This is an optimization exercise on Yosys and OpenROAD, whose aim is small area, not a production implementation.
The RTL was checked by simulation tests, not by an equivalence proof against the original design.
Power and IR drop assume default switching activity. No driver is modelled on the clock port, so clocking that relies on it looks cheaper here than on a real chip.

rev 12:
Design top, start of the top module:
module top(clk_24, rst_n, led, audio_out, uart_rx, uart_tx, write_index);
For scale: about 960 cells after synthesis, about 19 I/O pins, ~13000 um^2 of cells after synthesis.
export LEC_CHECK = 0
export ABC_AREA = 1
export CAP_MARGIN = 20
export CORE_MARGIN = 2
export CORE_UTILIZATION = 60
export PLACE_DENSITY = 0.75
export SLEW_MARGIN = 20
create_clock -name core_clock -period 8.0 [get_ports {clk_24}]
standard.sh (not shown) runs the stock make flow with config.mk's settings and CLKGATE_MAP_FILE= SYNTH_SCRIPT=/design/flow/synth_recipe.tcl, a recipe that flattens the netlist after the stock synthesis.
==> flow/flow/run.sh <==
#!/bin/bash
# Own layout flow: the standard synthesis, then the combinational logic
# of its netlist mapped again for area (the registers stay as they are,
# same names and cells), then the standard ORFS flow with a clock tree of
# fewer, larger buffers and no dummy loads.
# Each tool's output goes to a log file in the work folder.
set -euo pipefail
W=$PWD
R=$W/orfs/results/${FLOW_PLATFORM}/top/base

# Clock tree: leaf clusters of up to 30 sinks driven by clkbuf_16, no
# dummy loads. Port buffers: the smallest buffer.
export CTS_ARGS="-sink_clustering_enable -repair_clock_nets -buf_list {sky130_fd_sc_hd__clkbuf_4 sky130_fd_sc_hd__clkbuf_8 sky130_fd_sc_hd__clkbuf_16} -root_buf sky130_fd_sc_hd__clkbuf_4 -tree_buf sky130_fd_sc_hd__clkbuf_8 -sink_clustering_buffer sky130_fd_sc_hd__clkbuf_16 -sink_clustering_size 33 -sink_clustering_max_diameter 100 -dont_use_dummy_load"
export BUFFER_PORTS_ARGS="-buffer_cell sky130_fd_sc_hd__buf_1"

# 1. standard synthesis
bash standard.sh synth > $W/log_1_synth.txt 2>&1

# 2. map the logic again; the registers are black boxes and keep their names
cp $R/1_2_yosys.v $W/std_1_2_yosys.v
yosys -c $W/flow/resyn.tcl > $W/log_2_resyn.txt 2>&1
cp $W/resyn_1_2_yosys.v $R/1_2_yosys.v
rm -f $R/1_synth.odb $R/1_synth.sdc

# 3. the rest of the standard flow
bash standard.sh > $W/log_3_layout.txt 2>&1
Other scripts of this flow, unchanged in this note and not shown: flow/flow/resyn.abc, flow/flow/resyn.tcl
Input-level comparison between rev 13 and rev 12:
diff --git a/flow/flow/run.sh b/flow/flow/run.sh
--- a/flow/flow/run.sh
+++ b/flow/flow/run.sh
@@ -12,3 +12,3 @@
 # dummy loads. Port buffers: the smallest buffer.
-export CTS_ARGS="-sink_clustering_enable -repair_clock_nets -buf_list {sky130_fd_sc_hd__clkbuf_4 sky130_fd_sc_hd__clkbuf_8 sky130_fd_sc_hd__clkbuf_16} -root_buf sky130_fd_sc_hd__clkbuf_4 -tree_buf sky130_fd_sc_hd__clkbuf_8 -sink_clustering_buffer sky130_fd_sc_hd__clkbuf_16 -sink_clustering_size 33 -sink_clustering_max_diameter 100 -dont_use_dummy_load"
+export CTS_ARGS="-sink_clustering_enable -repair_clock_nets -buf_list sky130_fd_sc_hd__clkbuf_16 -sink_clustering_size 30 -sink_clustering_max_diameter 100 -dont_use_dummy_load"
 export BUFFER_PORTS_ARGS="-buffer_cell sky130_fd_sc_hd__buf_1"
Results
- Minimum setup slack in the final design (higher): rev 12
- Going from rev 12 to rev 13, design area picked up an extra 75 um^2, sequential cell fraction of total power dropped 1.7 points.
- Delta (rev 13 minus rev 12): number of placed instances with taps included did not really move, combinational group share of total power closely matched the old numbers.
- The wire length of the first global-routing pass of rev 13 was inferior to that of rev 12.
- Rev 13: power share of the clock group 1.7 points above rev 12
- Clock distribution area overhead in the final layout: rev 13 > rev 12
- When the final numbers for rev 12 and rev 13 were put side by side, the first-pass iteration count of the detailed router turned out to be smaller in rev 13.
- | net count reported at finish | rev 12 vs rev 13 | ≈ equal |

========
Starting RTL as in the previous note.
==> flow/config.mk <==
export PLATFORM = sky130hd
export DESIGN_NAME = top
export DESIGN_NICKNAME = top
export VERILOG_FILES = /design/flow/design.v
export SDC_FILE = /design/flow/constraint.sdc
export NUM_CORES = 4
export LEC_CHECK = 0
export ABC_AREA = 1
export CAP_MARGIN = 20
export CORE_MARGIN = 2
export CORE_UTILIZATION = 60
export PLACE_DENSITY = 0.75
export SLEW_MARGIN = 20
==> flow/constraint.sdc <==
create_clock -name core_clock -period 8.0 [get_ports {clk_24}]
set_input_delay 1.6000 -clock core_clock [delete_from_list [all_inputs] [get_ports {clk_24}]]
set_output_delay 1.6000 -clock core_clock [all_outputs]
set_load 0.01 [all_outputs]
==> flow/flow/run.sh <==
#!/bin/bash
# Own layout flow: the standard synthesis, then the combinational logic
# of its netlist mapped again for area (the registers stay as they are,
# same names and cells), then the standard ORFS flow with a clock tree of
# fewer, larger buffers and no dummy loads.
# Each tool's output goes to a log file in the work folder.
set -euo pipefail
W=$PWD
R=$W/orfs/results/${FLOW_PLATFORM}/top/base

# Clock tree: leaf clusters of up to 30 sinks driven by clkbuf_16, no
# dummy loads. Port buffers: the smallest buffer.
export CTS_ARGS="-sink_clustering_enable -repair_clock_nets -buf_list {sky130_fd_sc_hd__clkbuf_8 sky130_fd_sc_hd__clkbuf_16} -root_buf sky130_fd_sc_hd__clkbuf_8 -tree_buf sky130_fd_sc_hd__clkbuf_8 -sink_clustering_buffer sky130_fd_sc_hd__clkbuf_16 -sink_clustering_size 35 -sink_clustering_max_diameter 100 -dont_use_dummy_load"
export BUFFER_PORTS_ARGS="-buffer_cell sky130_fd_sc_hd__buf_1"

# 1. standard synthesis
bash standard.sh synth > $W/log_1_synth.txt 2>&1

# 2. map the logic again; the registers are black boxes and keep their names
cp $R/1_2_yosys.v $W/std_1_2_yosys.v
yosys -c $W/flow/resyn.tcl > $W/log_2_resyn.txt 2>&1
cp $W/resyn_1_2_yosys.v $R/1_2_yosys.v
rm -f $R/1_synth.odb $R/1_synth.sdc

# 3. the rest of the standard flow
bash standard.sh > $W/log_3_layout.txt 2>&1
Other scripts of this flow, unchanged in this note and not shown: flow/flow/resyn.abc, flow/flow/resyn.tcl
==> next run, changes <==
--- a/flow/flow/run.sh
+++ b/flow/flow/run.sh
@@ -11,5 +11,5 @@
 # Clock tree: leaf clusters of up to 30 sinks driven by clkbuf_16, no
 # dummy loads. Port buffers: the smallest buffer.
-export CTS_ARGS="-sink_clustering_enable -repair_clock_nets -buf_list {sky130_fd_sc_hd__clkbuf_8 sky130_fd_sc_hd__clkbuf_16} -root_buf sky130_fd_sc_hd__clkbuf_8 -tree_buf sky130_fd_sc_hd__clkbuf_8 -sink_clustering_buffer sky130_fd_sc_hd__clkbuf_16 -sink_clustering_size 35 -sink_clustering_max_diameter 100 -dont_use_dummy_load"
+export CTS_ARGS="-sink_clustering_enable -repair_clock_nets -buf_list {sky130_fd_sc_hd__clkbuf_8 sky130_fd_sc_hd__clkbuf_16} -root_buf sky130_fd_sc_hd__clkbuf_8 -tree_buf sky130_fd_sc_hd__clkbuf_8 -sink_clustering_buffer sky130_fd_sc_hd__clkbuf_16 -sink_clustering_size 30 -sink_clustering_max_diameter 100 -dont_use_dummy_load"
 export BUFFER_PORTS_ARGS="-buffer_cell sky130_fd_sc_hd__buf_1"
 
=> Synthesized area does not change. Total power increases by 1.4%. Final cell count barely changes. Worst setup slack is about the same. Wire length increases by 1.4%. Count of clock-buffer cells in the layout increases by 2. Die area does not change. Utilization increases by 0.23 points. Design area increases by 0.35%.
==> next run, changes <==
--- a/flow/flow/run.sh
+++ b/flow/flow/run.sh
@@ -11,5 +11,5 @@
 # Clock tree: leaf clusters of up to 30 sinks driven by clkbuf_16, no
 # dummy loads. Port buffers: the smallest buffer.
-export CTS_ARGS="-sink_clustering_enable -repair_clock_nets -buf_list {sky130_fd_sc_hd__clkbuf_8 sky130_fd_sc_hd__clkbuf_16} -root_buf sky130_fd_sc_hd__clkbuf_8 -tree_buf sky130_fd_sc_hd__clkbuf_8 -sink_clustering_buffer sky130_fd_sc_hd__clkbuf_16 -sink_clustering_size 30 -sink_clustering_max_diameter 100 -dont_use_dummy_load"
+export CTS_ARGS="-sink_clustering_enable -repair_clock_nets -buf_list sky130_fd_sc_hd__clkbuf_16 -sink_clustering_size 33 -sink_clustering_max_diameter 100 -dont_use_dummy_load"
 export BUFFER_PORTS_ARGS="-buffer_cell sky130_fd_sc_hd__buf_1"
 
=>
- sequential cell count is unchanged
- first-iteration DRC count shrinks slightly
- synthesized area stays the same
- routed wire length went down slightly
- sequential power stays flat
- total power increases slightly
- count of clock-buffer cells in the layout went down by 1
- die area does not change

## port drivers added, routing unchanged
In the flow no input, the clock included, has a driving cell. The finished layouts below were timed again as built, in two steps. Step 1, drivers: a clkbuf_16 drives clk_24 and a buf_2 each remaining input, both assumed. Step 2, shift: input delay + t, output delay - t, t = (earliest + latest rising clock arrival at the registers) / 2. This alone moves slack from input paths to output paths. Slacks: ideal ports / drivers / drivers and shift; pairs: ideal ports / drivers.
| run | shift t [ns] | slack for setup (ns) | latest minus earliest clock arrival (ns) | worst register clock-pin slew, ns |
|---|---|---|---|---|
| rev 12 | 0.768 | 3.595 / 3.595 / 3.595 | 0.049 / 0.048 | 0.12 / 0.12 |
| rev 13 | 0.572 | 3.570 / 3.570 / 3.570 | 0.031 / 0.031 | 0.11 / 0.11 |
| the first run of note 2 | 0.626 | 3.619 / 3.619 / 3.619 | 0.054 / 0.054 | 0.12 / 0.12 |
| the second run of note 2 | 0.634 | 3.617 / 3.617 / 3.617 | 0.046 / 0.046 | 0.11 / 0.11 |
| the third run of note 2 | 0.559 | 3.588 / 3.588 / 3.588 | 0.043 / 0.044 | 0.12 / 0.12 |
After both steps setup and hold are still met in every run listed.
